From an optimization exercise on the open Yosys and OpenROAD flow, aimed at small area, a short achievable clock period and few clock cycles; shortcuts taken in it are not production practice.
Function was not checked in any run shown here: the RTL went through the layout flow alone.

File: flow/run.sh
#!/bin/bash
# Standard ORFS layout with two additions (same clock period and constraints):
#  1. after the standard synthesis, flow/polarity.py removes the inverters that
#     Yosys's full-adder extraction leaves between adders (logic unchanged);
#  2. timing repair aims at a larger setup slack than the default.
set -euo pipefail
RES="$PWD/orfs/results/$FLOW_PLATFORM/geofence/base"
LIB="$FLOW_HOME/platforms/$FLOW_PLATFORM/lib/sky130_fd_sc_hd__tt_025C_1v80.lib"
bash standard.sh "$RES/1_2_yosys.v" > synth.log 2>&1
cp "$RES/1_2_yosys.v" 1_2_yosys.before_polarity.v
python3 flow/polarity.py "$RES/1_2_yosys.v" "$LIB" > polarity.log 2>&1
bash standard.sh SETUP_SLACK_MARGIN=7 finish > layout.log 2>&1
File: flow/polarity.py
#!/usr/bin/env python3
"""Inverter clean-up for a Yosys-mapped sky130hd netlist (flat, one module).

A full adder is self-dual: FA(~a, ~b, ~c) = (~sum, ~cout).  Simple gates have
an output-complemented twin with the same pins (and2/nand2, or2/nor2, ...).
This pass removes every inverter, then picks for each full adder and each such
gate whether it works in complemented polarity, so that as few signals as
possible need an inverter, re-adding one inverter per signal that still needs
its complement.  The logic function of the netlist is unchanged.

usage: polarity.py netlist.v liberty.lib [out.v]
"""
import re, sys, random

src, libf = sys.argv[1], sys.argv[2]
dst = sys.argv[3] if len(sys.argv) > 3 else src
P = "sky130_fd_sc_hd__"
OUTPINS = {"X", "Y", "Q", "Q_N", "SUM", "COUT", "HI", "LO"}
PAIRS = [("and2", "nand2"), ("or2", "nor2"), ("xor2", "xnor2"), ("a21o", "a21oi"),
         ("o21a", "o21ai"), ("a22o", "a22oi"), ("o22a", "o22ai"), ("and3", "nand3"),
         ("or3", "nor3"), ("and4", "nand4"), ("or4", "nor4"), ("a211o", "a211oi"),
         ("o211a", "o211ai"), ("a31o", "a31oi"), ("o31a", "o31ai"), ("and2b", "nand2b"),
         ("or2b", "nor2b"), ("mux2", "mux2i")]
COMP = {}
for a, b in PAIRS:
    COMP[a] = b
    COMP[b] = a

lib = open(libf).read()
area = {}
cpos = [(m.start(), m.group(1)) for m in re.finditer(r'cell \("(' + P + r'\w+)"\)', lib)]
for i, (pos, name) in enumerate(cpos):
    end = cpos[i + 1][0] if i + 1 < len(cpos) else len(lib)
    m = re.search(r'\n\s*area : ([0-9.]+);', lib[pos:end])
    if m:
        area[name] = float(m.group(1))
dont_use = {"sky130_fd_sc_hd__probe_p_8", "sky130_fd_sc_hd__probec_p_8"}

def family(t):
    m = re.match(P + r'(\w+?)_(\d+)$', t)
    return (m.group(1), int(m.group(2))) if m else (None, None)

def comp_type(t):
    fam, _ = family(t)
    c = COMP.get(fam)
    if not c:
        return None
    for size in (1, 2, 0, 4):
        name = f"{P}{c}_{size}"
        if name in area:
            return name
    return None

text = open(src).read()
mstart = text.index("module ")
hdr_end = text.index(";", mstart) + 1
endm = text.rindex("endmodule")
body = text[hdr_end:endm]
inst_re = re.compile(r'\n(\s*)(' + P + r'\w+)\s+(\S+)\s*\((.*?)\);', re.S)
pin_re = re.compile(r'\.(\w+)\(\s*((?:\\\S+\s)|[^()\s]*)\s*\)')
cells = []
for m in inst_re.finditer(body):
    pins = [(p, n.strip()) for p, n in pin_re.findall(m.group(4))]
    cells.append({"type": m.group(2), "name": m.group(3), "pins": pins, "span": m.span()})
ports = set()
for m in re.finditer(r'\n\s*(?:input|output|inout)\s+(?:\[[^\]]*\]\s*)?([^;]+);', body):
    for n in m.group(1).split(","):
        ports.add(n.strip())
def netbase(n):
    return n.split("[")[0].strip() if not n.startswith("\\") else n

drv = {}
for i, c in enumerate(cells):
    for p, n in c["pins"]:
        if p in OUTPINS and n:
            drv[n] = (i, p)

def is_inv(c):
    fam, _ = family(c["type"])
    return fam in ("inv", "clkinv")

removable = set()
for i, c in enumerate(cells):
    if is_inv(c):
        y = dict(c["pins"]).get("Y")
        a = dict(c["pins"]).get("A")
        if y and a and netbase(y) not in ports and not y.startswith("1'") and not a.startswith("1'"):
            removable.add(i)

memo = {}
def base(n):
    if n in memo:
        return memo[n]
    d = drv.get(n)
    if d and d[0] in removable:
        a = dict(cells[d[0]]["pins"])["A"]
        b, q = base(a)
        r = (b, q ^ 1)
    else:
        r = (n, 0)
    memo[n] = r
    return r

flip_kind = {}
for i, c in enumerate(cells):
    if i in removable:
        continue
    fam, _ = family(c["type"])
    if fam == "fa":
        flip_kind[i] = "fa"
    elif fam in COMP and comp_type(c["type"]):
        flip_kind[i] = "gate"
flip = {i: 0 for i in flip_kind}

# consumer pins
cons = {}      # base -> list of (cell, pin index, q)
for i, c in enumerate(cells):
    if i in removable:
        continue
    for k, (p, n) in enumerate(c["pins"]):
        if p in OUTPINS or not n or n.startswith("1'"):
            continue
        b, q = base(n)
        cons.setdefault(b, []).append((i, k, q))
cell_in_bases = {}
for b, lst in cons.items():
    for i, k, q in lst:
        cell_in_bases.setdefault(i, set()).add(b)
cell_out_bases = {}
for n, (i, p) in drv.items():
    if i not in removable:
        cell_out_bases.setdefault(i, set()).add(n)

def fdrv(b):
    d = drv.get(b)
    return flip.get(d[0], 0) if d else 0

def needs(b):
    fd = fdrv(b)
    for i, k, q in cons.get(b, ()):
        fc = flip[i] if flip_kind.get(i) == "fa" else 0
        if q ^ fc ^ fd:
            return 1
    return 0

INV = area[P + "inv_1"]
def gate_cost(i):
    if flip_kind.get(i) == "gate" and flip[i]:
        return area[comp_type(cells[i]["type"])] - area[cells[i]["type"]]
    return 0.0

def affected(i):
    s = set(cell_out_bases.get(i, ()))
    if flip_kind[i] == "fa":
        s |= cell_in_bases.get(i, set())
    return s

def total():
    return INV * sum(needs(b) for b in cons) + sum(gate_cost(i) for i in flip_kind)

start = total()
before_inv = len(removable)
rng = random.Random(1)
order = list(flip_kind)

def local_cost(i):
    aff = affected(i)
    return INV * sum(needs(b) for b in aff) + gate_cost(i)

def greedy():
    improved = True
    passes = 0
    while improved and passes < 50:
        improved = False
        passes += 1
        rng.shuffle(order)
        for i in order:
            c0 = local_cost(i)
            flip[i] ^= 1
            c1 = local_cost(i)
            if c1 < c0 - 1e-9:
                improved = True
            else:
                flip[i] ^= 1

# simulated annealing over flips of single cells and of a full adder together
# with the simple gates that drive its inputs
groups = [[i] for i in order]
for i in order:
    if flip_kind[i] != "fa":
        continue
    g = [i]
    for p, n in cells[i]["pins"]:
        if p in OUTPINS:
            continue
        d = drv.get(base(n)[0]) if n else None
        if d and flip_kind.get(d[0]) == "gate" and d[0] not in g:
            g.append(d[0])
    if len(g) > 1:
        groups.append(g)

def group_cost(g):
    aff = set()
    for i in g:
        aff |= affected(i)
    return INV * sum(needs(b) for b in aff) + sum(gate_cost(i) for i in g)

import math
cur = total()
best, bestflip = cur, dict(flip)
T0, T1 = 4.0, 0.05
steps = 400 * len(groups) if groups else 0
for s_ in range(steps):
    T = T0 * (T1 / T0) ** (s_ / max(1, steps - 1))
    g = groups[rng.randrange(len(groups))]
    c0 = group_cost(g)
    for i in g:
        flip[i] ^= 1
    c1 = group_cost(g)
    d = c1 - c0
    if d <= 0 or rng.random() < math.exp(-d / T):
        cur += d
        if cur < best - 1e-9:
            best, bestflip = cur, dict(flip)
    else:
        for i in g:
            flip[i] ^= 1
flip.update(bestflip)
greedy()
end = total()

# rewrite
newpins = {i: list(c["pins"]) for i, c in enumerate(cells)}
newtype = {i: c["type"] for i, c in enumerate(cells)}
for i, k in flip_kind.items():
    if k == "gate" and flip[i]:
        t = comp_type(cells[i]["type"])
        newtype[i] = t
        outp = "Y" if family(t)[0] in [b for a, b in PAIRS] and family(t)[0] != "mux2" or family(t)[0] == "mux2i" else "X"
        # inverting families use Y, non-inverting use X
        fam = family(t)[0]
        outp = "Y" if fam in ("nand2", "nor2", "xnor2", "a21oi", "o21ai", "a22oi", "o22ai", "nand3", "nor3", "nand4", "nor4", "a211oi", "o211ai", "a31oi", "o31ai", "nand2b", "nor2b", "mux2i") else "X"
        newpins[i] = [((outp if p in ("X", "Y") else p), n) for p, n in newpins[i]]
newinv = []
newwires = []
cnt = 0
for b, lst in cons.items():
    fd = fdrv(b)
    invnet = None
    for i, k, q in lst:
        fc = flip[i] if flip_kind.get(i) == "fa" else 0
        if q ^ fc ^ fd:
            if invnet is None:
                cnt += 1
                invnet = f"_pol{cnt}_"
                newwires.append(invnet)
                newinv.append((f"_polinv{cnt}_", b, invnet))
            n = invnet
        else:
            n = b
        p, _ = newpins[i][k]
        newpins[i][k] = (p, n)

def fmt(n):
    return n + " " if n.startswith("\\") else n
out = []
pos = 0
for i, c in enumerate(cells):
    s, e = c["span"]
    out.append(body[pos:s])
    pos = e
    if i in removable:
        continue
    ind = "\n  "
    pins = ",\n".join(f"    .{p}({fmt(n)})" for p, n in newpins[i])
    out.append(f"{ind}{newtype[i]} {c['name']} (\n{pins}\n  );")
out.append(body[pos:])
for name, a, y in newinv:
    out.append(f"  {P}inv_1 {name} (\n    .A({fmt(a)}),\n    .Y({y})\n  );\n")
nb = "".join(out)
decl = "".join(f"\n  wire {w};" for w in newwires)
res = text[:hdr_end] + decl + nb + text[endm:]
open(dst, "w").write(res)
nflip = sum(1 for i in flip if flip[i])
print(f"polarity: removed {before_inv} inverters, added {len(newinv)}; flipped {nflip} cells; cost {start:.1f} -> {end:.1f} (um2, inverters + gate swaps)")
File: standard.sh
#!/bin/bash
# synth_recipe.tcl (not shown) runs the flow's synth.tcl, then flattens the netlist and writes it again
# the make line also repeats each setting of config.mk as NAME=value (left out here)
make -C /OpenROAD-flow-scripts/flow DESIGN_CONFIG=/design/flow/config.mk WORK_HOME=/design/flow/orfs CLKGATE_MAP_FILE= SYNTH_SCRIPT=/design/flow/synth_recipe.tcl "${@:-finish}"
File: config.mk
export PLATFORM = sky130hd
export DESIGN_NAME = geofence
export DESIGN_NICKNAME = geofence
export VERILOG_FILES = /design/flow/design.v
export SDC_FILE = /design/flow/constraint.sdc
export NUM_CORES = 4
export LEC_CHECK = 0
export CAP_MARGIN = 20
export CORE_MARGIN = 2
export CORE_UTILIZATION = 40
export SLEW_MARGIN = 20
File: constraint.sdc
create_clock -name core_clock -period 13.0 [get_ports {clk}]
set_input_delay 2.6000 -clock core_clock [delete_from_list [all_inputs] [get_ports {clk}]]
set_output_delay 2.6000 -clock core_clock [all_outputs]
set_load 0.01 [all_outputs]
File: design.v
`timescale 1ns/10ps
module geofence (clk, reset, X, Y, valid, is_inside);
input clk;
input reset;
input [9:0] X;
input [9:0] Y;
output reg valid;
output reg is_inside;
localparam S0 = 3'd0, S1 = 3'd1, S2 = 3'd2, S3 = 3'd3, SF = 3'd4;
reg [3:0] cnt;           
reg [2:0] st;
reg [9:0] px, py;        
reg       wsx, wsy;      
reg [9:0] wmx, wmy_n;        
wire [9:0] wmy = ~wmy_n;
reg       lsx, lsy, rsx, rsy;
reg [9:0] lmx_n, lmy, rmx_n, rmy;       
wire [9:0] lmx = ~lmx_n, rmx = ~rmx_n;
wire [10:0] dx = {1'b0, X} - {1'b0, px};
wire [10:0] dy = {1'b0, Y} - {1'b0, py};
wire       dsx = dx[10];
wire       dsy = dy[10];
wire [9:0] dmx = (dx[9:0] ^ {10{dsx}}) + {9'd0, dsx};
wire [9:0] dmy = (dy[9:0] ^ {10{dsy}}) + {9'd0, dsy};
wire       a_n, a_z, b_n, b_z;
xsign ua (.a(lmx), .b(wmy), .c(lmy), .d(wmx), .neg(a_n), .zero(a_z));   
xsign ub (.a(wmy), .b(rmx), .c(wmx), .d(rmy), .neg(b_n), .zero(b_z));   
wire lzx = lmx == 0, lzy = lmy == 0, wzx = wmx == 0, wzy = wmy == 0;
wire rzx = rmx == 0, rzy = rmy == 0;
wire a_s1 = lsx ^ wsy, a_s2 = lsy ^ wsx;
wire b_s1 = wsy ^ rsx, b_s2 = wsx ^ rsy;
wire [1:0] ca = (a_s1 != a_s2) ? (((lzx || wzy) && (lzy || wzx)) ? 2'b01 : {a_s1, 1'b0})
                               : (a_z ? 2'b01 : {a_s1 ^ a_n, 1'b0});
wire [1:0] cr = (b_s1 != b_s2) ? (((wzx || rzy) && (wzy || rzx)) ? 2'b01 : {b_s1, 1'b0})
                               : (b_z ? 2'b01 : {b_s1 ^ b_n, 1'b0});
wire a_neg = ca[1], a_zero = ca[0], a_pos = !ca[1] && !ca[0];
wire b_neg = !cr[1] && !cr[0], b_zero = cr[0];
wire w_zero = wzx && wzy;
wire opp = (!lzx && (lsx != wsx)) || (!lzy && (lsy != wsy));
reg [2:0] st_n;
reg       set_l, set_r, neg_l;
always @(*) begin
    st_n  = st;
    set_l = 1'b0;
    set_r = 1'b0;
    neg_l = 1'b0;
    if (!w_zero) begin
        case (st)
        S0: begin st_n = S1; set_l = 1'b1; set_r = 1'b1; end
        S1: begin
            if (a_neg && b_neg) st_n = SF;
            else if (a_neg) begin set_l = 1'b1; if (b_zero) st_n = S2; end
            else if (b_neg) begin set_r = 1'b1; if (a_zero) st_n = S2; end
            else if (a_zero && b_zero && opp) st_n = S3;
        end
        S2: if (a_neg) st_n = SF;
        S3: if (a_pos) st_n = S2;
            else if (a_neg) begin st_n = S2; neg_l = 1'b1; end
        default: st_n = SF;
        endcase
    end
end
wire proc = (cnt >= 4'd2) && (cnt <= 4'd8);
always @(posedge clk or posedge reset) begin
    if (reset) begin
        cnt <= 4'd0;
        st <= S0;
        valid <= 1'b0;
        is_inside <= 1'b0;
    end else begin
        cnt <= (cnt == 4'd9) ? 4'd0 : cnt + 4'd1;
        valid <= (cnt == 4'd8);
        if (cnt == 4'd8) is_inside <= (st_n == SF);
        if (proc) st <= st_n;
        else st <= S0;
    end
end
always @(posedge clk) begin
    if (cnt == 4'd0) begin
        px <= X;
        py <= Y;
    end
    wsx <= dsx; wmx <= dmx;
    wsy <= dsy; wmy_n <= ~dmy;
    if (proc && set_l) begin
        lsx <= wsx; lmx_n <= ~wmx;
        lsy <= wsy; lmy <= wmy;
    end else if (proc && neg_l) begin
        lsx <= !lsx;
        lsy <= !lsy;
    end
    if (proc && set_r) begin
        rsx <= wsx; rmx_n <= ~wmx;
        rsy <= wsy; rmy <= wmy;
    end
end
endmodule
module xsign (input [9:0] a, input [9:0] b, input [9:0] c, input [9:0] d, output neg, output zero);
wire t1, t2, t3, t4, t5, t6, t7, t8, t9, t10, t11, t12, t13, t14, t15, t16, t17, t18, t19, t20, t21, t22, t23, t24, t25, t26, t27, t28, t29, t30, t31, t32, t33, t34, t35, t36, t37, t38, t39, t40, t41, t42, t43, t44, t45, t46, t47, t48, t49, t50, t51, t52, t53, t54, t55, t56, t57, t58, t59, t60, t61, t62, t63, t64, t65, t66, t67, t68, t69, t70, t71, t72, t73, t74, t75, t76, t77, t78, t79, t80, t81, t82, t83, t84, t85, t86, t87, t88, t89, t90, t91, t92, t93, t94, t95, t96, t97, t98, t99, t100, t101, t102, t103, t104, t105, t106, t107, t108, t109, t110, t111, t112, t113, t114, t115, t116, t117, t118, t119, t120, t121, t122, t123, t124, t125, t126, t127, t128, t129, t130, t131, t132, t133, t134, t135, t136, t137, t138, t139, t140, t141, t142, t143, t144, t145, t146, t147, t148, t149, t150, t151, t152, t153, t154, t155, t156, t157, t158, t159, t160, t161, t162, t163, t164, t165, t166, t167, t168, t169, t170, t171, t172, t173, t174, t175, t176, t177, t178, t179, t180, t181, t182, t183, t184, t185, t186, t187, t188, t189, t190, t191, t192, t193, t194, t195, t196, t197, t198, t199, t200, t201, t202, t203, t204, t205, t206, t207, t208, t209, t210, t211, t212, t213, t214, t215, t216, t217, t218, t219, t220, t221, t222, t223, t224, t225, t226, t227, t228, t229, t230, t231, t232, t233, t234, t235, t236, t237, t238, t239, t240, t241, t242, t243, t244, t245, t246, t247, t248, t249, t250, t251, t252, t253, t254, t255, t256, t257, t258, t259, t260, t261, t262, t263, t264, t265, t266, t267, t268, t269, t270, t271, t272, t273, t274, t275, t276, t277, t278, t279, t280, t281, t282, t283, t284, t285, t286, t287, t288, t289, t290, t291, t292, t293, t294, t295, t296, t297, t298, t299, t300, t301, t302, t303, t304, t305, t306, t307, t308, t309, t310, t311, t312, t313, t314, t315, t316, t317, t318, t319, t320, t321, t322, t323, t324, t325, t326, t327, t328, t329, t330, t331, t332, t333, t334, t335, t336, t337, t338, t339, t340, t341, t342, t343, t344, t345, t346, t347, t348, t349, t350, t351, t352, t353, t354, t355, t356, t357, t358, t359, t360, t361, t362, t363, t364, t365, t366, t367, t368, t369, t370, t371, t372, t373, t374, t375, t376, t377, t378, t379, t380, t381, t382, t383, t384, t385, t386, t387, t388, t389, t390, t391, t392, t393, t394, t395, t396, t397, t398, t399, t400, t401, t402, t403, t404, t405, t406, t407, t408, t409, t410, t411, t412, t413, t414, t415, t416, t417, t418, t419, t420, t421, t422, t423, t424, t425, t426, t427, t428, t429, t430, t431, t432, t433, t434, t435, t436, t437, t438, t439, t440, t441, t442, t443, t444, t445, t446, t447, t448, t449, t450, t451, t452, t453, t454, t455, t456, t457, t458, t459, t460, t461, t462, t463, t464, t465, t466, t467, t468, t469, t470, t471, t472, t473, t474, t475, t476, t477, t478, t479, t480, t481, t482, t483, t484, t485, t486, t487, t488, t489, t490, t491, t492, t493, t494, t495, t496, t497, t498, t499, t500, t501, t502, t503, t504, t505, t506, t507, t508, t509, t510, t511, t512, t513, t514, t515, t516, t517, t518, t519, t520, t521, t522, t523, t524, t525, t526, t527, t528, t529, t530, t531, t532, t533, t534, t535, t536, t537, t538, t539, t540, t541, t542, t543, t544, t545, t546, t547, t548, t549, t550, t551, t552, t553, t554, t555, t556, t557, t558, t559, t560, t561, t562, t563, t564, t565, t566;
assign t1 = (a[0] & b[0]);
assign t2 = ~(c[0] & d[0]);
assign t3 = (a[0] & b[1]);
assign t4 = (a[1] & b[0]);
assign t5 = ~(c[1] & d[0]);
assign t6 = ~(c[0] & d[1]);
assign t7 = (a[0] & b[2]);
assign t8 = (a[1] & b[1]);
assign t9 = (a[2] & b[0]);
assign t10 = ~(c[2] & d[0]);
assign t11 = ~(c[1] & d[1]);
assign t12 = ~(c[0] & d[2]);
assign t13 = (a[0] & b[3]);
assign t14 = (a[1] & b[2]);
assign t15 = (a[2] & b[1]);
assign t16 = (a[3] & b[0]);
assign t17 = ~(c[3] & d[0]);
assign t18 = ~(c[2] & d[1]);
assign t19 = ~(c[1] & d[2]);
assign t20 = ~(c[0] & d[3]);
assign t21 = (a[0] & b[4]);
assign t22 = (a[1] & b[3]);
assign t23 = (a[2] & b[2]);
assign t24 = (a[3] & b[1]);
assign t25 = (a[4] & b[0]);
assign t26 = ~(c[4] & d[0]);
assign t27 = ~(c[3] & d[1]);
assign t28 = ~(c[2] & d[2]);
assign t29 = ~(c[1] & d[3]);
assign t30 = ~(c[0] & d[4]);
assign t31 = (a[0] & b[5]);
assign t32 = (a[1] & b[4]);
assign t33 = (a[2] & b[3]);
assign t34 = (a[3] & b[2]);
assign t35 = (a[4] & b[1]);
assign t36 = (a[5] & b[0]);
assign t37 = ~(c[5] & d[0]);
assign t38 = ~(c[4] & d[1]);
assign t39 = ~(c[3] & d[2]);
assign t40 = ~(c[2] & d[3]);
assign t41 = ~(c[1] & d[4]);
assign t42 = ~(c[0] & d[5]);
assign t43 = (a[0] & b[6]);
assign t44 = (a[1] & b[5]);
assign t45 = (a[2] & b[4]);
assign t46 = (a[3] & b[3]);
assign t47 = (a[4] & b[2]);
assign t48 = (a[5] & b[1]);
assign t49 = (a[6] & b[0]);
assign t50 = ~(c[6] & d[0]);
assign t51 = ~(c[5] & d[1]);
assign t52 = ~(c[4] & d[2]);
assign t53 = ~(c[3] & d[3]);
assign t54 = ~(c[2] & d[4]);
assign t55 = ~(c[1] & d[5]);
assign t56 = ~(c[0] & d[6]);
assign t57 = (a[0] & b[7]);
assign t58 = (a[1] & b[6]);
assign t59 = (a[2] & b[5]);
assign t60 = (a[3] & b[4]);
assign t61 = (a[4] & b[3]);
assign t62 = (a[5] & b[2]);
assign t63 = (a[6] & b[1]);
assign t64 = (a[7] & b[0]);
assign t65 = ~(c[7] & d[0]);
assign t66 = ~(c[6] & d[1]);
assign t67 = ~(c[5] & d[2]);
assign t68 = ~(c[4] & d[3]);
assign t69 = ~(c[3] & d[4]);
assign t70 = ~(c[2] & d[5]);
assign t71 = ~(c[1] & d[6]);
assign t72 = ~(c[0] & d[7]);
assign t73 = (a[0] & b[8]);
assign t74 = (a[1] & b[7]);
assign t75 = (a[2] & b[6]);
assign t76 = (a[3] & b[5]);
assign t77 = (a[4] & b[4]);
assign t78 = (a[5] & b[3]);
assign t79 = (a[6] & b[2]);
assign t80 = (a[7] & b[1]);
assign t81 = (a[8] & b[0]);
assign t82 = ~(c[8] & d[0]);
assign t83 = ~(c[7] & d[1]);
assign t84 = ~(c[6] & d[2]);
assign t85 = ~(c[5] & d[3]);
assign t86 = ~(c[4] & d[4]);
assign t87 = ~(c[3] & d[5]);
assign t88 = ~(c[2] & d[6]);
assign t89 = ~(c[1] & d[7]);
assign t90 = ~(c[0] & d[8]);
assign t91 = (a[0] & b[9]);
assign t92 = (a[1] & b[8]);
assign t93 = (a[2] & b[7]);
assign t94 = (a[3] & b[6]);
assign t95 = (a[4] & b[5]);
assign t96 = (a[5] & b[4]);
assign t97 = (a[6] & b[3]);
assign t98 = (a[7] & b[2]);
assign t99 = (a[8] & b[1]);
assign t100 = (a[9] & b[0]);
assign t101 = ~(c[9] & d[0]);
assign t102 = ~(c[8] & d[1]);
assign t103 = ~(c[7] & d[2]);
assign t104 = ~(c[6] & d[3]);
assign t105 = ~(c[5] & d[4]);
assign t106 = ~(c[4] & d[5]);
assign t107 = ~(c[3] & d[6]);
assign t108 = ~(c[2] & d[7]);
assign t109 = ~(c[1] & d[8]);
assign t110 = ~(c[0] & d[9]);
assign t111 = (a[1] & b[9]);
assign t112 = (a[2] & b[8]);
assign t113 = (a[3] & b[7]);
assign t114 = (a[4] & b[6]);
assign t115 = (a[5] & b[5]);
assign t116 = (a[6] & b[4]);
assign t117 = (a[7] & b[3]);
assign t118 = (a[8] & b[2]);
assign t119 = (a[9] & b[1]);
assign t120 = ~(c[9] & d[1]);
assign t121 = ~(c[8] & d[2]);
assign t122 = ~(c[7] & d[3]);
assign t123 = ~(c[6] & d[4]);
assign t124 = ~(c[5] & d[5]);
assign t125 = ~(c[4] & d[6]);
assign t126 = ~(c[3] & d[7]);
assign t127 = ~(c[2] & d[8]);
assign t128 = ~(c[1] & d[9]);
assign t129 = (a[2] & b[9]);
assign t130 = (a[3] & b[8]);
assign t131 = (a[4] & b[7]);
assign t132 = (a[5] & b[6]);
assign t133 = (a[6] & b[5]);
assign t134 = (a[7] & b[4]);
assign t135 = (a[8] & b[3]);
assign t136 = (a[9] & b[2]);
assign t137 = ~(c[9] & d[2]);
assign t138 = ~(c[8] & d[3]);
assign t139 = ~(c[7] & d[4]);
assign t140 = ~(c[6] & d[5]);
assign t141 = ~(c[5] & d[6]);
assign t142 = ~(c[4] & d[7]);
assign t143 = ~(c[3] & d[8]);
assign t144 = ~(c[2] & d[9]);
assign t145 = (a[3] & b[9]);
assign t146 = (a[4] & b[8]);
assign t147 = (a[5] & b[7]);
assign t148 = (a[6] & b[6]);
assign t149 = (a[7] & b[5]);
assign t150 = (a[8] & b[4]);
assign t151 = (a[9] & b[3]);
assign t152 = ~(c[9] & d[3]);
assign t153 = ~(c[8] & d[4]);
assign t154 = ~(c[7] & d[5]);
assign t155 = ~(c[6] & d[6]);
assign t156 = ~(c[5] & d[7]);
assign t157 = ~(c[4] & d[8]);
assign t158 = ~(c[3] & d[9]);
assign t159 = (a[4] & b[9]);
assign t160 = (a[5] & b[8]);
assign t161 = (a[6] & b[7]);
assign t162 = (a[7] & b[6]);
assign t163 = (a[8] & b[5]);
assign t164 = (a[9] & b[4]);
assign t165 = ~(c[9] & d[4]);
assign t166 = ~(c[8] & d[5]);
assign t167 = ~(c[7] & d[6]);
assign t168 = ~(c[6] & d[7]);
assign t169 = ~(c[5] & d[8]);
assign t170 = ~(c[4] & d[9]);
assign t171 = (a[5] & b[9]);
assign t172 = (a[6] & b[8]);
assign t173 = (a[7] & b[7]);
assign t174 = (a[8] & b[6]);
assign t175 = (a[9] & b[5]);
assign t176 = ~(c[9] & d[5]);
assign t177 = ~(c[8] & d[6]);
assign t178 = ~(c[7] & d[7]);
assign t179 = ~(c[6] & d[8]);
assign t180 = ~(c[5] & d[9]);
assign t181 = (a[6] & b[9]);
assign t182 = (a[7] & b[8]);
assign t183 = (a[8] & b[7]);
assign t184 = (a[9] & b[6]);
assign t185 = ~(c[9] & d[6]);
assign t186 = ~(c[8] & d[7]);
assign t187 = ~(c[7] & d[8]);
assign t188 = ~(c[6] & d[9]);
assign t189 = (a[7] & b[9]);
assign t190 = (a[8] & b[8]);
assign t191 = (a[9] & b[7]);
assign t192 = ~(c[9] & d[7]);
assign t193 = ~(c[8] & d[8]);
assign t194 = ~(c[7] & d[9]);
assign t195 = (a[8] & b[9]);
assign t196 = (a[9] & b[8]);
assign t197 = ~(c[9] & d[8]);
assign t198 = ~(c[8] & d[9]);
assign t199 = (a[9] & b[9]);
assign t200 = ~(c[9] & d[9]);
assign {t202, t201} = {1'b0, t91} + {1'b0, t92} + {1'b0, t93};
assign t203 = t111 ^ t112;
assign t204 = t111 & t112;
assign {t206, t205} = {1'b0, t43} + {1'b0, t44} + {1'b0, t45};
assign {t208, t207} = {1'b0, t57} + {1'b0, t58} + {1'b0, t59};
assign {t210, t209} = {1'b0, t60} + {1'b0, t61} + {1'b0, t62};
assign t211 = t63 ^ t64;
assign t212 = t63 & t64;
assign {t214, t213} = {1'b0, t73} + {1'b0, t74} + {1'b0, t75};
assign {t216, t215} = {1'b0, t76} + {1'b0, t77} + {1'b0, t78};
assign {t218, t217} = {1'b0, t79} + {1'b0, t80} + {1'b0, t81};
assign {t220, t219} = {1'b0, t82} + {1'b0, t83} + {1'b0, t84};
assign t221 = t85 ^ t86;
assign t222 = t85 & t86;
assign {t224, t223} = {1'b0, t94} + {1'b0, t95} + {1'b0, t96};
assign {t226, t225} = {1'b0, t97} + {1'b0, t98} + {1'b0, t99};
assign {t228, t227} = {1'b0, t100} + {1'b0, t101} + {1'b0, t102};
assign {t230, t229} = {1'b0, t103} + {1'b0, t104} + {1'b0, t105};
assign {t232, t231} = {1'b0, t106} + {1'b0, t107} + {1'b0, t108};
assign t233 = t109 ^ t110;
assign t234 = t109 & t110;
assign {t236, t235} = {1'b0, t113} + {1'b0, t114} + {1'b0, t115};
assign {t238, t237} = {1'b0, t116} + {1'b0, t117} + {1'b0, t118};
assign {t240, t239} = {1'b0, t119} + {1'b0, t120} + {1'b0, t121};
assign {t242, t241} = {1'b0, t122} + {1'b0, t123} + {1'b0, t124};
assign {t244, t243} = {1'b0, t125} + {1'b0, t126} + {1'b0, t127};
assign t245 = ~(t128 ^ t203);
assign t246 = t128 | t203;
assign {t248, t247} = {1'b0, t129} + {1'b0, t130} + {1'b0, t131};
assign {t250, t249} = {1'b0, t132} + {1'b0, t133} + {1'b0, t134};
assign {t252, t251} = {1'b0, t135} + {1'b0, t136} + {1'b0, t137};
assign {t254, t253} = {1'b0, t138} + {1'b0, t139} + {1'b0, t140};
assign {t256, t255} = {1'b0, t141} + {1'b0, t142} + {1'b0, t143};
assign {t258, t257} = {1'b0, t145} + {1'b0, t146} + {1'b0, t147};
assign {t260, t259} = {1'b0, t148} + {1'b0, t149} + {1'b0, t150};
assign {t262, t261} = {1'b0, t151} + {1'b0, t152} + {1'b0, t153};
assign {t264, t263} = {1'b0, t159} + {1'b0, t160} + {1'b0, t161};
assign {t266, t265} = {1'b0, t21} + {1'b0, t22} + {1'b0, t23};
assign {t268, t267} = {1'b0, t31} + {1'b0, t32} + {1'b0, t33};
assign {t270, t269} = {1'b0, t34} + {1'b0, t35} + {1'b0, t36};
assign t271 = t37 ^ t38;
assign t272 = t37 & t38;
assign {t274, t273} = {1'b0, t46} + {1'b0, t47} + {1'b0, t48};
assign {t276, t275} = {1'b0, t49} + {1'b0, t50} + {1'b0, t51};
assign {t278, t277} = {1'b0, t52} + {1'b0, t53} + {1'b0, t54};
assign t279 = t55 ^ t56;
assign t280 = t55 & t56;
assign {t282, t281} = {1'b0, t65} + {1'b0, t66} + {1'b0, t67};
assign {t284, t283} = {1'b0, t68} + {1'b0, t69} + {1'b0, t70};
assign t285 = ~(t71 ^ t72);
assign t286 = t71 | t72;
assign {t288, t287} = {1'b0, t207} + {1'b0, t209} + {1'b0, t211};
assign {t290, t289} = {1'b0, t87} + {1'b0, t88} + {1'b0, t89};
assign t291 = ~(t90 ^ t213);
assign t292 = t90 | t213;
assign {t294, t293} = {1'b0, t215} + {1'b0, t217} + {1'b0, t219};
assign {t296, t295} = {1'b0, t221} + {1'b0, t208} + {1'b0, t210};
assign t297 = ~(t223 ^ t201);
assign t298 = t223 | t201;
assign {t300, t299} = {1'b0, t225} + {1'b0, t227} + {1'b0, t229};
assign {t302, t301} = {1'b0, t231} + {1'b0, t233} + {1'b0, t214};
assign {t304, t303} = {1'b0, t216} + {1'b0, t218} + {1'b0, t220};
assign {t306, t305} = {1'b0, t202} + {1'b0, t235} + {1'b0, t237};
assign {t308, t307} = {1'b0, t239} + {1'b0, t241} + {1'b0, t243};
assign {t310, t309} = {1'b0, t245} + {1'b0, t224} + {1'b0, t226};
assign {t312, t311} = {1'b0, t228} + {1'b0, t230} + {1'b0, t232};
assign {t314, t313} = {1'b0, t144} + {1'b0, t204} + {1'b0, t247};
assign {t316, t315} = {1'b0, t249} + {1'b0, t251} + {1'b0, t253};
assign {t318, t317} = {1'b0, t255} + {1'b0, t236} + {1'b0, t238};
assign {t320, t319} = {1'b0, t240} + {1'b0, t242} + {1'b0, t244};
assign {t322, t321} = {1'b0, t154} + {1'b0, t155} + {1'b0, t156};
assign {t324, t323} = {1'b0, t157} + {1'b0, t158} + {1'b0, t257};
assign {t326, t325} = {1'b0, t259} + {1'b0, t261} + {1'b0, t248};
assign {t328, t327} = {1'b0, t250} + {1'b0, t252} + {1'b0, t254};
assign {t330, t329} = {1'b0, t162} + {1'b0, t163} + {1'b0, t164};
assign {t332, t331} = {1'b0, t165} + {1'b0, t166} + {1'b0, t167};
assign {t334, t333} = {1'b0, t168} + {1'b0, t169} + {1'b0, t170};
assign {t336, t335} = {1'b0, t263} + {1'b0, t258} + {1'b0, t260};
assign {t338, t337} = {1'b0, t171} + {1'b0, t172} + {1'b0, t173};
assign {t340, t339} = {1'b0, t174} + {1'b0, t175} + {1'b0, t176};
assign {t342, t341} = {1'b0, t177} + {1'b0, t178} + {1'b0, t179};
assign {t344, t343} = {1'b0, t181} + {1'b0, t182} + {1'b0, t183};
assign t345 = t7 ^ t8;
assign t346 = t7 & t8;
assign {t348, t347} = {1'b0, t13} + {1'b0, t14} + {1'b0, t15};
assign {t350, t349} = {1'b0, t16} + {1'b0, t17} + {1'b0, t18};
assign {t352, t351} = {1'b0, t24} + {1'b0, t25} + {1'b0, t26};
assign {t354, t353} = {1'b0, t27} + {1'b0, t28} + {1'b0, t29};
assign t355 = ~t30;
assign t356 = t30;
assign {t358, t357} = {1'b0, t39} + {1'b0, t40} + {1'b0, t41};
assign t359 = ~(t42 ^ t267);
assign t360 = t42 | t267;
assign {t362, t361} = {1'b0, t269} + {1'b0, t271} + {1'b0, t266};
assign t363 = ~(t273 ^ t205);
assign t364 = t273 | t205;
assign {t366, t365} = {1'b0, t275} + {1'b0, t277} + {1'b0, t279};
assign {t368, t367} = {1'b0, t268} + {1'b0, t270} + {1'b0, t272};
assign {t370, t369} = {1'b0, t206} + {1'b0, t281} + {1'b0, t283};
assign {t372, t371} = {1'b0, t285} + {1'b0, t287} + {1'b0, t274};
assign {t374, t373} = {1'b0, t276} + {1'b0, t278} + {1'b0, t280};
assign {t376, t375} = {1'b0, t212} + {1'b0, t289} + {1'b0, t291};
assign {t378, t377} = {1'b0, t293} + {1'b0, t295} + {1'b0, t282};
assign {t380, t379} = {1'b0, t284} + {1'b0, t286} + {1'b0, t288};
assign {t382, t381} = {1'b0, t222} + {1'b0, t297} + {1'b0, t299};
assign {t384, t383} = {1'b0, t301} + {1'b0, t303} + {1'b0, t290};
assign {t386, t385} = {1'b0, t292} + {1'b0, t294} + {1'b0, t296};
assign {t388, t387} = {1'b0, t234} + {1'b0, t305} + {1'b0, t307};
assign {t390, t389} = {1'b0, t309} + {1'b0, t311} + {1'b0, t298};
assign {t392, t391} = {1'b0, t300} + {1'b0, t302} + {1'b0, t304};
assign {t394, t393} = {1'b0, t246} + {1'b0, t313} + {1'b0, t315};
assign {t396, t395} = {1'b0, t317} + {1'b0, t319} + {1'b0, t306};
assign {t398, t397} = {1'b0, t308} + {1'b0, t310} + {1'b0, t312};
assign {t400, t399} = {1'b0, t256} + {1'b0, t321} + {1'b0, t323};
assign {t402, t401} = {1'b0, t325} + {1'b0, t327} + {1'b0, t314};
assign {t404, t403} = {1'b0, t316} + {1'b0, t318} + {1'b0, t320};
assign {t406, t405} = {1'b0, t262} + {1'b0, t329} + {1'b0, t331};
assign {t408, t407} = {1'b0, t333} + {1'b0, t335} + {1'b0, t322};
assign {t410, t409} = {1'b0, t324} + {1'b0, t326} + {1'b0, t328};
assign {t412, t411} = {1'b0, t180} + {1'b0, t264} + {1'b0, t337};
assign {t414, t413} = {1'b0, t339} + {1'b0, t341} + {1'b0, t330};
assign {t416, t415} = {1'b0, t332} + {1'b0, t334} + {1'b0, t336};
assign {t418, t417} = {1'b0, t184} + {1'b0, t185} + {1'b0, t186};
assign {t420, t419} = {1'b0, t187} + {1'b0, t188} + {1'b0, t343};
assign {t422, t421} = {1'b0, t338} + {1'b0, t340} + {1'b0, t342};
assign {t424, t423} = {1'b0, t189} + {1'b0, t190} + {1'b0, t191};
assign {t426, t425} = {1'b0, t192} + {1'b0, t193} + {1'b0, t194};
assign t427 = t3 ^ t4;
assign t428 = t3 & t4;
assign {t430, t429} = {1'b0, t9} + {1'b0, t10} + {1'b0, t11};
assign t431 = ~t12;
assign t432 = t12;
assign t433 = ~(t19 ^ t20);
assign t434 = t19 | t20;
assign {t436, t435} = {1'b0, t347} + {1'b0, t349} + {1'b0, t346};
assign {t438, t437} = {1'b0, t265} + {1'b0, t351} + {1'b0, t353};
assign {t440, t439} = {1'b0, t355} + {1'b0, t348} + {1'b0, t350};
assign {t442, t441} = {1'b0, t357} + {1'b0, t359} + {1'b0, t361};
assign {t444, t443} = {1'b0, t352} + {1'b0, t354} + {1'b0, t356};
assign {t446, t445} = {1'b0, t363} + {1'b0, t365} + {1'b0, t367};
assign {t448, t447} = {1'b0, t358} + {1'b0, t360} + {1'b0, t362};
assign {t450, t449} = {1'b0, t369} + {1'b0, t371} + {1'b0, t373};
assign {t452, t451} = {1'b0, t364} + {1'b0, t366} + {1'b0, t368};
assign {t454, t453} = {1'b0, t375} + {1'b0, t377} + {1'b0, t379};
assign {t456, t455} = {1'b0, t370} + {1'b0, t372} + {1'b0, t374};
assign {t458, t457} = {1'b0, t381} + {1'b0, t383} + {1'b0, t385};
assign {t460, t459} = {1'b0, t376} + {1'b0, t378} + {1'b0, t380};
assign {t462, t461} = {1'b0, t387} + {1'b0, t389} + {1'b0, t391};
assign {t464, t463} = {1'b0, t382} + {1'b0, t384} + {1'b0, t386};
assign {t466, t465} = {1'b0, t393} + {1'b0, t395} + {1'b0, t397};
assign {t468, t467} = {1'b0, t388} + {1'b0, t390} + {1'b0, t392};
assign {t470, t469} = {1'b0, t399} + {1'b0, t401} + {1'b0, t403};
assign {t472, t471} = {1'b0, t394} + {1'b0, t396} + {1'b0, t398};
assign {t474, t473} = {1'b0, t405} + {1'b0, t407} + {1'b0, t409};
assign {t476, t475} = {1'b0, t400} + {1'b0, t402} + {1'b0, t404};
assign {t478, t477} = {1'b0, t411} + {1'b0, t413} + {1'b0, t415};
assign {t480, t479} = {1'b0, t406} + {1'b0, t408} + {1'b0, t410};
assign {t482, t481} = {1'b0, t417} + {1'b0, t419} + {1'b0, t421};
assign {t484, t483} = {1'b0, t412} + {1'b0, t414} + {1'b0, t416};
assign {t486, t485} = {1'b0, t344} + {1'b0, t423} + {1'b0, t425};
assign {t488, t487} = {1'b0, t418} + {1'b0, t420} + {1'b0, t422};
assign {t490, t489} = {1'b0, t195} + {1'b0, t196} + {1'b0, t197};
assign {t492, t491} = {1'b0, t198} + {1'b0, t424} + {1'b0, t426};
assign t493 = t5 ^ t6;
assign t494 = t5 & t6;
assign {t496, t495} = {1'b0, t345} + {1'b0, t429} + {1'b0, t431};
assign {t498, t497} = {1'b0, t433} + {1'b0, t435} + {1'b0, t430};
assign {t500, t499} = {1'b0, t437} + {1'b0, t439} + {1'b0, t434};
assign {t502, t501} = {1'b0, t441} + {1'b0, t443} + {1'b0, t438};
assign {t504, t503} = {1'b0, t445} + {1'b0, t447} + {1'b0, t442};
assign {t506, t505} = {1'b0, t449} + {1'b0, t451} + {1'b0, t446};
assign {t508, t507} = {1'b0, t453} + {1'b0, t455} + {1'b0, t450};
assign {t510, t509} = {1'b0, t457} + {1'b0, t459} + {1'b0, t454};
assign {t512, t511} = {1'b0, t461} + {1'b0, t463} + {1'b0, t458};
assign {t514, t513} = {1'b0, t465} + {1'b0, t467} + {1'b0, t462};
assign {t516, t515} = {1'b0, t469} + {1'b0, t471} + {1'b0, t466};
assign {t518, t517} = {1'b0, t473} + {1'b0, t475} + {1'b0, t470};
assign {t520, t519} = {1'b0, t477} + {1'b0, t479} + {1'b0, t474};
assign {t522, t521} = {1'b0, t481} + {1'b0, t483} + {1'b0, t478};
assign {t524, t523} = {1'b0, t485} + {1'b0, t487} + {1'b0, t482};
assign {t526, t525} = {1'b0, t489} + {1'b0, t491} + {1'b0, t486};
assign {t528, t527} = {1'b0, t199} + {1'b0, t200} + {1'b0, t490};
assign t529 = t1 ^ t2;
assign t530 = t1 & t2;
assign t531 = ~(t493 ^ t427);
assign t532 = t493 | t427;
assign {t534, t533} = {1'b0, t428} + {1'b0, t495} + {1'b0, t494};
assign {t536, t535} = {1'b0, t432} + {1'b0, t497} + {1'b0, t496};
assign {t538, t537} = {1'b0, t436} + {1'b0, t499} + {1'b0, t498};
assign {t540, t539} = {1'b0, t440} + {1'b0, t501} + {1'b0, t500};
assign {t542, t541} = {1'b0, t444} + {1'b0, t503} + {1'b0, t502};
assign {t544, t543} = {1'b0, t448} + {1'b0, t505} + {1'b0, t504};
assign {t546, t545} = {1'b0, t452} + {1'b0, t507} + {1'b0, t506};
assign {t548, t547} = {1'b0, t456} + {1'b0, t509} + {1'b0, t508};
assign {t550, t549} = {1'b0, t460} + {1'b0, t511} + {1'b0, t510};
assign {t552, t551} = {1'b0, t464} + {1'b0, t513} + {1'b0, t512};
assign {t554, t553} = {1'b0, t468} + {1'b0, t515} + {1'b0, t514};
assign {t556, t555} = {1'b0, t472} + {1'b0, t517} + {1'b0, t516};
assign {t558, t557} = {1'b0, t476} + {1'b0, t519} + {1'b0, t518};
assign {t560, t559} = {1'b0, t480} + {1'b0, t521} + {1'b0, t520};
assign {t562, t561} = {1'b0, t484} + {1'b0, t523} + {1'b0, t522};
assign {t564, t563} = {1'b0, t488} + {1'b0, t525} + {1'b0, t524};
assign {t566, t565} = {1'b0, t492} + {1'b0, t527} + {1'b0, t526};
wire [20:0] r1 = {1'b1, t528, t565, t563, t561, t559, t557, t555, t553, t551, t549, t547, t545, t543, t541, t539, t537, t535, t533, t531, 1'b1};
wire [20:0] r2 = {1'b0, t566, t564, t562, t560, t558, t556, t554, t552, t550, t548, t546, t544, t542, t540, t538, t536, t534, t532, t530, t529};
wire cg0_0 = (r1[1] & r2[1]) | ((r1[1] | r2[1]) & (r1[0] & r2[0]));
wire cp0_0 = (r1[1] | r2[1]) & (r1[0] | r2[0]);
wire cg0_2 = (r1[3] & r2[3]) | ((r1[3] | r2[3]) & (r1[2] & r2[2]));
wire cp0_2 = (r1[3] | r2[3]) & (r1[2] | r2[2]);
wire cg0_4 = (r1[5] & r2[5]) | ((r1[5] | r2[5]) & (r1[4] & r2[4]));
wire cp0_4 = (r1[5] | r2[5]) & (r1[4] | r2[4]);
wire cg0_6 = (r1[7] & r2[7]) | ((r1[7] | r2[7]) & (r1[6] & r2[6]));
wire cp0_6 = (r1[7] | r2[7]) & (r1[6] | r2[6]);
wire cg0_8 = (r1[9] & r2[9]) | ((r1[9] | r2[9]) & (r1[8] & r2[8]));
wire cp0_8 = (r1[9] | r2[9]) & (r1[8] | r2[8]);
wire cg0_10 = (r1[11] & r2[11]) | ((r1[11] | r2[11]) & (r1[10] & r2[10]));
wire cp0_10 = (r1[11] | r2[11]) & (r1[10] | r2[10]);
wire cg0_12 = (r1[13] & r2[13]) | ((r1[13] | r2[13]) & (r1[12] & r2[12]));
wire cp0_12 = (r1[13] | r2[13]) & (r1[12] | r2[12]);
wire cg0_14 = (r1[15] & r2[15]) | ((r1[15] | r2[15]) & (r1[14] & r2[14]));
wire cp0_14 = (r1[15] | r2[15]) & (r1[14] | r2[14]);
wire cg0_16 = (r1[17] & r2[17]) | ((r1[17] | r2[17]) & (r1[16] & r2[16]));
wire cp0_16 = (r1[17] | r2[17]) & (r1[16] | r2[16]);
wire cg0_18 = (r1[19] & r2[19]) | ((r1[19] | r2[19]) & (r1[18] & r2[18]));
wire cp0_18 = (r1[19] | r2[19]) & (r1[18] | r2[18]);
wire cg1_0 = cg0_2 | (cp0_2 & cg0_0);
wire cp1_0 = cp0_2 & cp0_0;
wire cg1_2 = cg0_6 | (cp0_6 & cg0_4);
wire cp1_2 = cp0_6 & cp0_4;
wire cg1_4 = cg0_10 | (cp0_10 & cg0_8);
wire cp1_4 = cp0_10 & cp0_8;
wire cg1_6 = cg0_14 | (cp0_14 & cg0_12);
wire cp1_6 = cp0_14 & cp0_12;
wire cg1_8 = cg0_18 | (cp0_18 & cg0_16);
wire cp1_8 = cp0_18 & cp0_16;
wire cg2_0 = cg1_2 | (cp1_2 & cg1_0);
wire cp2_0 = cp1_2 & cp1_0;
wire cg2_2 = cg1_6 | (cp1_6 & cg1_4);
wire cp2_2 = cp1_6 & cp1_4;
wire cg3_0 = cg2_2 | (cp2_2 & cg2_0);
wire cp3_0 = cp2_2 & cp2_0;
wire cg4_0 = cg1_8 | (cp1_8 & cg3_0);
wire cp4_0 = cp1_8 & cp3_0;
assign neg = r1[20] ^ r2[20] ^ cg4_0;
wire [20:0] zc = {r1[19:0] | r2[19:0], 1'b0};
assign zero = ((r1 ^ r2) == zc);
endmodule
==> results of run 1 <==
critical path: cells and delay by family, from the launching register on:
kind	cells	cell delay [ns]
compound gates	4	0.90
flops	1	0.35
simple gates	6	1.54
fa+ha+maj	7	3.20
buf+inv	3	0.37
state kept, by name, summed over array words and instances (netlist names):
register   count
wsy            1
px            10
lsx            1
lsy            1
rsy            1
valid          1
wsx            1
rmy           10
rsx            1
lmy           10
st             3
wmy_n         10
rmx_n         10
wmx           10
is_inside      1
cnt            4
py            10
lmx_n         10
repair_timing:
action | in CTS | in global routing
hold buffers | 0 | 0
gates cloned | 7 | 2
gates resized for setup | 92 | 33
pin swaps | 23 | 12
setup endpoints to repair | 51 | 58
buffers inserted | 90 | 27
layout make-up:
class                      count  area [µm²]  area share [%]
multi-input combinational   1223       12400            67.2
clock buffer                   9         225            1.22
tap                          518         648            3.50
timing repair buffer         164        1710            9.23
sequential                    95        2640            14.2
inverter                     207         777            4.20
clock inverter                 7        80.1           0.433
path summary, 6_finish.rpt:
check	start	end	slack, ns	cells after the start
worst min-delay path	cnt[2]	cnt[2]	0.57	1
worst min register to register	cnt[2]	cnt[2]	0.57	1
worst max register to register	wmy_n[5]	rmx_n[7]	6.35	20
worst max-delay path	wmy_n[5]	rmx_n[7]	6.35	20
min in group asynchronous	reset	cnt[3]	2.55	2
max in group asynchronous	reset	st[0]	10.16	2
through the flow:
| stage | instance area (µm²) | hold WS [ns] | util, % |
|---|---|---|---|
| floorplan | 16100 | 0.406 | - |
| global placement | 16500 | 0.546 | 42.7 |
| detailed placement | 16500 | 0.556 | 42.7 |
| CTS | 18100 | 0.570 | 46.8 |
| global route | 18500 | 0.591 | 47.8 |
| finish | 18500 | 0.568 | 47.8 |
cell usage in the layout (no fill, tap or decap), types with 8 or more instances in the layout:
master           instances
dfrtp_1                  9
fa_1                   316
and2_1                  16
buf_4                  105
nor3_1                  13
clkbuf_16               11
nor2b_1                  8
a21oi_1                 38
inv_1                  206
o21ai_0                 22
clkdlybuf4s50_1         23
ha_1                   132
edfxtp_1                64
nor4_1                  11
xor2_1                  40
nand2_1                213
nand4_1                 17
dfxtp_4                 12
buf_12                  17
nor2_1                 219
nand3_1                 10
nor2_2                  13
buf_6                   10
fa_2                    12
mux2i_1                  9
xnor2_1                 43
layer usage:
metal	part of all wire, %	global-route usage, %	routed length (µm)
met5	0	0	0
met2	47	36.0	20500
met3	9.6	4.30	4200
met4	4.1	8.37	1810
met1	39	29.3	17300
==> results.yml, run 1 <==
worst_setup_path:
  cp_cell_sequence: "buf_12 > nor2_2 > fa_1 > fa_1 > fa_2 > fa_1 > fa_2 > fa_1 > inv_1 > ha_2 > or4_4 > or4b_4 > a311oi_4 > o31ai_4 > nand4_1 > nand2_1 > a21o_4 > nand2b_4 > a21oi_4 > buf_6"
  cp_data_arrival_time_ns: 6.71
  path_common_cell: "fa_1"
  cp.required_ns: 13.07
  end_kind: "flip-flop"
  start_kind: "flip-flop"
  worstSetupPathType: "flip-flop to flip-flop"
  cp_max_fo: 11
  crit_slowest_cell: "fa_1"
  timing.critical_path.slowest_cell_delay_ns: 0.61
timing:
  post-route-period-util_pct: 51.1
  worst_slack_ns: 6.35
  layout_min_cycle_time_ns: 6.65
  slew_headroom_pct: 43.0
  report.final.hold_viol_count: 0
  final.setup_skew_ns: 0.0124
  setup_viol: 0
  slew_violations: 0
  rsz0062_at_grt: "true"
  tightest_slew_ns: 0.847
  max_freq_mhz: 150
  fin_setup_tns_ns: 0
global_routing:
  grt_pass1_vias: 12860
  grt_pass1_wl_um: 69600
  track_usage_pct: 22.1
  antenna_found_initial: 0
  grt_overflow_total: 0
  grt_max_degree: 23
floorplanning:
  die_y_um: 203
  placeableCoreArea_mm2: 0.0387
  num_io_pins: 24
  dieArea_mm2: 0.0410
  num_rows: 72
  start_util_pct: 40.7
  die_w_um: 203
route:
  wirelength_um: 43800
  num_vias: 11892
  drtAntennaViolNets: 0
  wl_per_cell_um: 19.7
  firstDrtPassIters: 7
  dr.first_iter.drc_count: 1010
  drc: 0
  viasPerCell: 5.35
min_path:
  hold_class: "flip-flop to flip-flop"
finish:
  area_delta_synth_final_pct: 17.4
  fin_cells: 2223
  fillers: 3554
  num-nets-final: 2184
  diodes: 0
  drive_gt1_share_pct: 13.7
clock_network:
  clockBufferDepth: 2
  cts_made_buffers: 9
  cts_num_sinks: 95
  cts_tree: "done"
  cts-root-buf: "clkbuf_16"
  clk_pin_slew_worst_paths_ns: 0.07
  clock_latency_ns: 0.36
  htree_levels: 3
logic_synthesis:
  ys_warn_count: 1
  syn_area_per_cell_um2: 9.80
  syn_area_mm2: 0.0158
  synthesis.nets: 2093
  syn_inst: 1609
run:
  maxCapViolations: 0
place:
  place_ws_ns: 5.07
  place_congestion: 0.879
  dp_hpwl_um: 30400
  placed_cells: 2081
  portBuffers: 23
outcome:
  status: "finished clean"
==> run 2: changes to the inputs <==
--- a/flow/run.sh
+++ b/flow/run.sh
@@ -9,4 +9,4 @@
 bash standard.sh "$RES/1_2_yosys.v" > synth.log 2>&1
 cp "$RES/1_2_yosys.v" 1_2_yosys.before_polarity.v
 python3 flow/polarity.py "$RES/1_2_yosys.v" "$LIB" > polarity.log 2>&1
-bash standard.sh SETUP_SLACK_MARGIN=7 finish > layout.log 2>&1
+bash standard.sh SETUP_SLACK_MARGIN=6 finish > layout.log 2>&1
==> run 2 against run 1 <==
Compared with the run above:
- still clean
- setup slack worse by 0.21 ns
- die area stayed put
- design area shrank 4.6%
- hold slack worse by 0.029 ns
- utilization shrank 2.2 points
- wire length decreased by 4.8%
- register-to-register slack got worse by 0.21 ns
- cell count decreased by 2.7%
==> results.yml, run 2 <==
place:
  dp_hpwl_um: 30100
  placed_cells: 2081
  place_congestion: 0.845
  portBuffers: 23
  place_area_mm2: 0.0165
finish:
  final_common_cell: "fa_1"
  fillers: 3661
  diodes: 0
  most-common-layout-cells: "fa_1 (322), nor2_1 (230), nand2_1 (215), inv_1 (207), ha_1 (131)"
  num-nets-final: 2124
  fin_util_pct: 45.6
  area_delta_synth_final_pct: 12.0
  fin_cells: 2163
  final_area_mm2: 0.0177
  drive_gt1_share_pct: 8.51
timing:
  whs_ns: 0.539
  layout_min_cycle_time_ns: 6.85
  setup_viol: 0
  post-route-period-util_pct: 52.7
  tightest_slew_ns: 0.770
  slew_headroom_pct: 48.5
  rsz0062_at_grt: "false"
  fin_setup_tns_ns: 0
  final.setup_skew_ns: 0.0158
  slew_violations: 0
  max_freq_mhz: 146
  report.final.hold_viol_count: 0
floorplanning:
  die_w_um: 203
  num_io_pins: 24
  num_rows: 72
  dieArea_mm2: 0.0410
  die_y_um: 203
  placeableCoreArea_mm2: 0.0387
  start_util_pct: 40.7
route:
  drtAntennaViolNets: 0
  num_vias: 11447
  dr.first_iter.drc_count: 897
  drc: 0
  wirelength_um: 41600
  firstDrtPassIters: 6
  wl_per_cell_um: 19.3
  viasPerCell: 5.29
logic_synthesis:
  synthesis.nets: 2093
  ys_warn_count: 1
  syn_inst: 1609
  syn_area_mm2: 0.0158
  syn_area_per_cell_um2: 9.80
clock_network:
  cts_made_buffers: 9
  cts_tree: "done"
  clock_latency_ns: 0.36
  htree_levels: 3
  cts_num_sinks: 95
  clockBufferDepth: 2
  clk_pin_slew_worst_paths_ns: 0.07
  hold_buffers: 0
  cts-root-buf: "clkbuf_16"
global_routing:
  grt_pass1_vias: 12380
  grt_overflow_total: 0
  grt_pass1_wl_um: 67100
  track_usage_pct: 21.1
  antenna_found_initial: 0
  grt_max_degree: 23
worst_setup_path:
  cp.required_ns: 13.07
  crit_slowest_cell: "fa_1"
  timing.critical_path.slowest_cell_delay_ns: 0.58
  end_kind: "flip-flop"
  cp_data_arrival_time_ns: 6.92
  cp_max_fo: 21
  start_kind: "flip-flop"
  path_common_cell: "fa_1"
  worstSetupPathType: "flip-flop to flip-flop"
  cp_cell_sequence: "buf_8 > nor2_1 > fa_1 > fa_1 > fa_1 > fa_1 > fa_2 > fa_1 > inv_1 > ha_2 > or4_4 > or4b_4 > a311oi_4 > o31ai_4 > nand4_1 > nand2_1 > a21o_4 > nand2b_4 > a21oi_4 > buf_6"
outcome:
  status: "finished clean"
run:
  maxCapViolations: 0
min_path:
  hold_class: "flip-flop to flip-flop"
## run 2: per-stage QoR
step / setup slack (ns)
floorplan: 6.00
global placement: 4.57
detailed placement: 4.26
CTS: 6.01
global route: 5.94
finish: 6.15
## run 2: repair_timing
item                                    4_1_cts  5_1_grt
pin swaps                                     5       17
buffers inserted                             41       20
resized for setup                            43       39
gates cloned                                  2        3
endpoints found under the setup margin       50       48
## run 2: final timing paths
kind	to	slack, ns	cells past startpoint	start
setup reg to reg	rmx_n[6]	6.15	20	wmy_n[9]
max in group asynchronous	st[2]	10.23	2	reset
hold / removal	is_inside	0.54	1	is_inside
setup / recovery	rmx_n[6]	6.15	20	wmy_n[9]
hold reg to reg	is_inside	0.54	1	is_inside
min in group asynchronous	cnt[1]	2.52	2	reset
## run 2: final cells by class
| class | count | area [µm²] | area share, % |
|---|---|---|---|
| clock buffers | 10 | 229 | 1.30 |
| clock inverters | 6 | 72.6 | 0.411 |
| inverters | 207 | 777 | 4.40 |
| multi-input cells | 1223 | 12300 | 69.4 |
| flip-flops and latches | 95 | 2620 | 14.8 |
| well taps | 518 | 648 | 3.67 |
| repair buffers | 104 | 1060 | 5.98 |
## run 2: metal layers
metal	up-vias	global-route usage, %	wire (µm)
met2	463	34.7	19800
met1	5819	28.7	17200
met5	-	0	0
met4	0	6.86	1370
met3	103	3.26	3180
li1	5062	-	-
## run 2: worst max-delay path: cells and delay by family, from the launching register on
kind,cells,cell delay (ns)
AND/OR/NAND/NOR,6,1.55
AO/OA/AOI/OAI,4,0.97
buffers and inverters,3,0.43
flip-flops,1,0.34
adder cells (fa/ha/maj),7,3.25
==> run 3: changes to the inputs <==
--- a/flow/run.sh
+++ b/flow/run.sh
@@ -9,4 +9,4 @@
 bash standard.sh "$RES/1_2_yosys.v" > synth.log 2>&1
 cp "$RES/1_2_yosys.v" 1_2_yosys.before_polarity.v
 python3 flow/polarity.py "$RES/1_2_yosys.v" "$LIB" > polarity.log 2>&1
-bash standard.sh SETUP_SLACK_MARGIN=6 finish > layout.log 2>&1
+bash standard.sh SETUP_SLACK_MARGIN=5.5 finish > layout.log 2>&1
==> run 3 against run 2 <==
Compared with the run above:
- first-iteration DRC count shrank 6.7%
- design area shrank 2.6%
- flip-flop and latch count is the same
- wire length shrank 5.5%
- cell count shrank 1.1%
- area after synthesis is the same
- synthesized cell count is the same
- non-clock buffer count shrank 24
==> results.yml, run 3 <==
outcome:
  status: "finished clean"
clock_network:
  cts_tree: "done"
  clk_pin_slew_worst_paths_ns: 0.08
  clockBufferDepth: 2
  clock_latency_ns: 0.35
  cts_num_sinks: 95
  htree_levels: 3
  cts-root-buf: "clkbuf_16"
  cts_made_buffers: 9
global_routing:
  track_usage_pct: 20.6
  grt_overflow_total: 0
  grt_max_degree: 23
  grt_pass1_vias: 12340
  antenna_found_initial: 0
  grt_pass1_wl_um: 65900
run:
  maxCapViolations: 0
finish:
  diodes: 0
  num-nets-final: 2100
  final_area_mm2: 0.0172
  most-common-layout-cells: "fa_1 (328), nor2_1 (236), nand2_1 (215), inv_1 (207), ha_1 (134)"
  fin_util_pct: 44.4
  area_delta_synth_final_pct: 9.12
  drive_gt1_share_pct: 5.80
  final_common_cell: "fa_1"
floorplanning:
  dieArea_mm2: 0.0410
  num_rows: 72
  num_io_pins: 24
  start_util_pct: 40.7
  die_w_um: 203
  placeableCoreArea_mm2: 0.0387
  die_y_um: 203
worst_setup_path:
  cp-endpoint: "rmx_n[7]"
  worstSetupPathType: "flip-flop to flip-flop"
  ff2ff_setup_slack_ns: 5.70
  end_kind: "flip-flop"
  cp_data_arrival_time_ns: 7.37
  cp.required_ns: 13.07
  start_kind: "flip-flop"
  cp_max_fo: 11
  timing.rr.end: "rmx_n[7]"
  worstReg2RegStart: "lmy[9]"
  rr_worst_depth: 19
  crit_start: "lmy[9]"
timing:
  tightest_slew_ns: 0.791
  max_freq_mhz: 137
  post-route-period-util_pct: 56.1
  report.final.hold_viol_count: 0
  setup_viol: 0
  final.setup_skew_ns: 0.00757
  layout_min_cycle_time_ns: 7.30
  slew_violations: 0
  fin_setup_tns_ns: 0
  slew_headroom_pct: 45.9
  rsz0062_at_grt: "false"
logic_synthesis:
  syn_area_mm2: 0.0158
  synthesis.nets: 2093
  syn_area_per_cell_um2: 9.80
  ys_warn_count: 1
  syn_inst: 1609
route:
  firstDrtPassIters: 5
  drc: 0
  dr.first_iter.drc_count: 837
  viasPerCell: 5.21
  num_vias: 11144
  wirelength_um: 39400
  drtAntennaViolNets: 0
  wl_per_cell_um: 18.4
min_path:
  hold_class: "flip-flop to flip-flop"
place:
  place_congestion: 0.905
  portBuffers: 23
  place_area_mm2: 0.0165
  dp_hpwl_um: 30200
==> run 3: timing repair <==
action,CTS,global route
hold buffers,0,0
pin swaps,3,1
setup buffers,7,31
cloned,2,0
gates resized for setup,12,10
endpoints found under the setup margin,50,47
==> run 3: worst min-delay path by stage <==
stage	start	endpoint	slack, ns	depth (start not counted)
6_report	is_inside	is_inside	0.51	1
2_1_floorplan	wsx	rsx	0.41	0
5_1_grt	is_inside	is_inside	0.55	1
3_3_place_gp	is_inside	is_inside	0.50	1
4_1_cts	is_inside	is_inside	0.52	1
3_5_place_dp	is_inside	is_inside	0.50	1
==> run 3: per-layer routing <==
layer / global-route usage (%) / share of wire (%) / vias up
met3: 3.40 / 7.4 / 64
met5: 0 / 0 / -
li1: - / - / 5012
met2: 33.9 / 47 / 397
met1: 28.2 / 43 / 5671
met4: 5.50 / 2.4 / 0
==> run 3: layout make-up <==
| cell class | count | area [µm²] |
|---|---|---|
| clock buffers | 9 | 225 |
| clock inverters | 7 | 85.1 |
| fillers | 3761 | 21500 |
| inverters | 207 | 777 |
| multi-input cells | 1223 | 12200 |
| flip-flops and latches | 95 | 2610 |
| well taps | 518 | 648 |
| repair buffers | 80 | 687 |
==> run 3: worst max-delay path, stage by stage (launching register included) <==
cell	delay, ns
edfxtp_1	0.67
nand2_1	0.15
fa_1	0.61
fa_1	0.46
fa_1	0.58
fa_1	0.45
fa_1	0.46
fa_1	0.57
inv_1	0.05
ha_1	0.21
or4_1	0.59
or4b_1	0.57
a311oi_4	0.35
o31ai_2	0.17
nand4_1	0.13
nand2_1	0.06
a21o_1	0.28
nand2b_2	0.29
a21oi_4	0.21
buf_4	0.17
==> run 3: metrics by stage <==
stage	setup slack, ns	cells	hold slack [ns]
global route	5.52	2139	0.555
finish	5.70	2139	0.506
detailed placement	4.26	2083	0.497
global placement	4.49	2083	0.501
floorplan	5.52	1609	0.406
CTS	5.51	2108	0.516

separate check: timing with driven ports:
The flow's constraints put no driver on any port. The routed layouts listed below were extracted and timed again, unchanged, in two steps. Step 1, drivers: a clkbuf_16 drives clk and a buf_2 each remaining input, both assumed. Step 2, shift: input delay + t, output delay - t, t = (earliest + latest rising clock arrival at the registers) / 2. This alone moves slack from input paths to output paths. Slacks: ideal ports / drivers / drivers and shift; pairs: ideal ports / drivers.
run	t, ns	setup slack, ns	worst slew at a driven data input, ns	pins driven straight from the clock port
run 1	0.391	6.355 / 6.355 / 6.355	0.04	1
run 2	0.392	6.149 / 6.149 / 6.149	0.03	1
run 3	0.387	5.704 / 5.704 / 5.704	0.04	1
After both steps setup and hold are still met in every run listed.
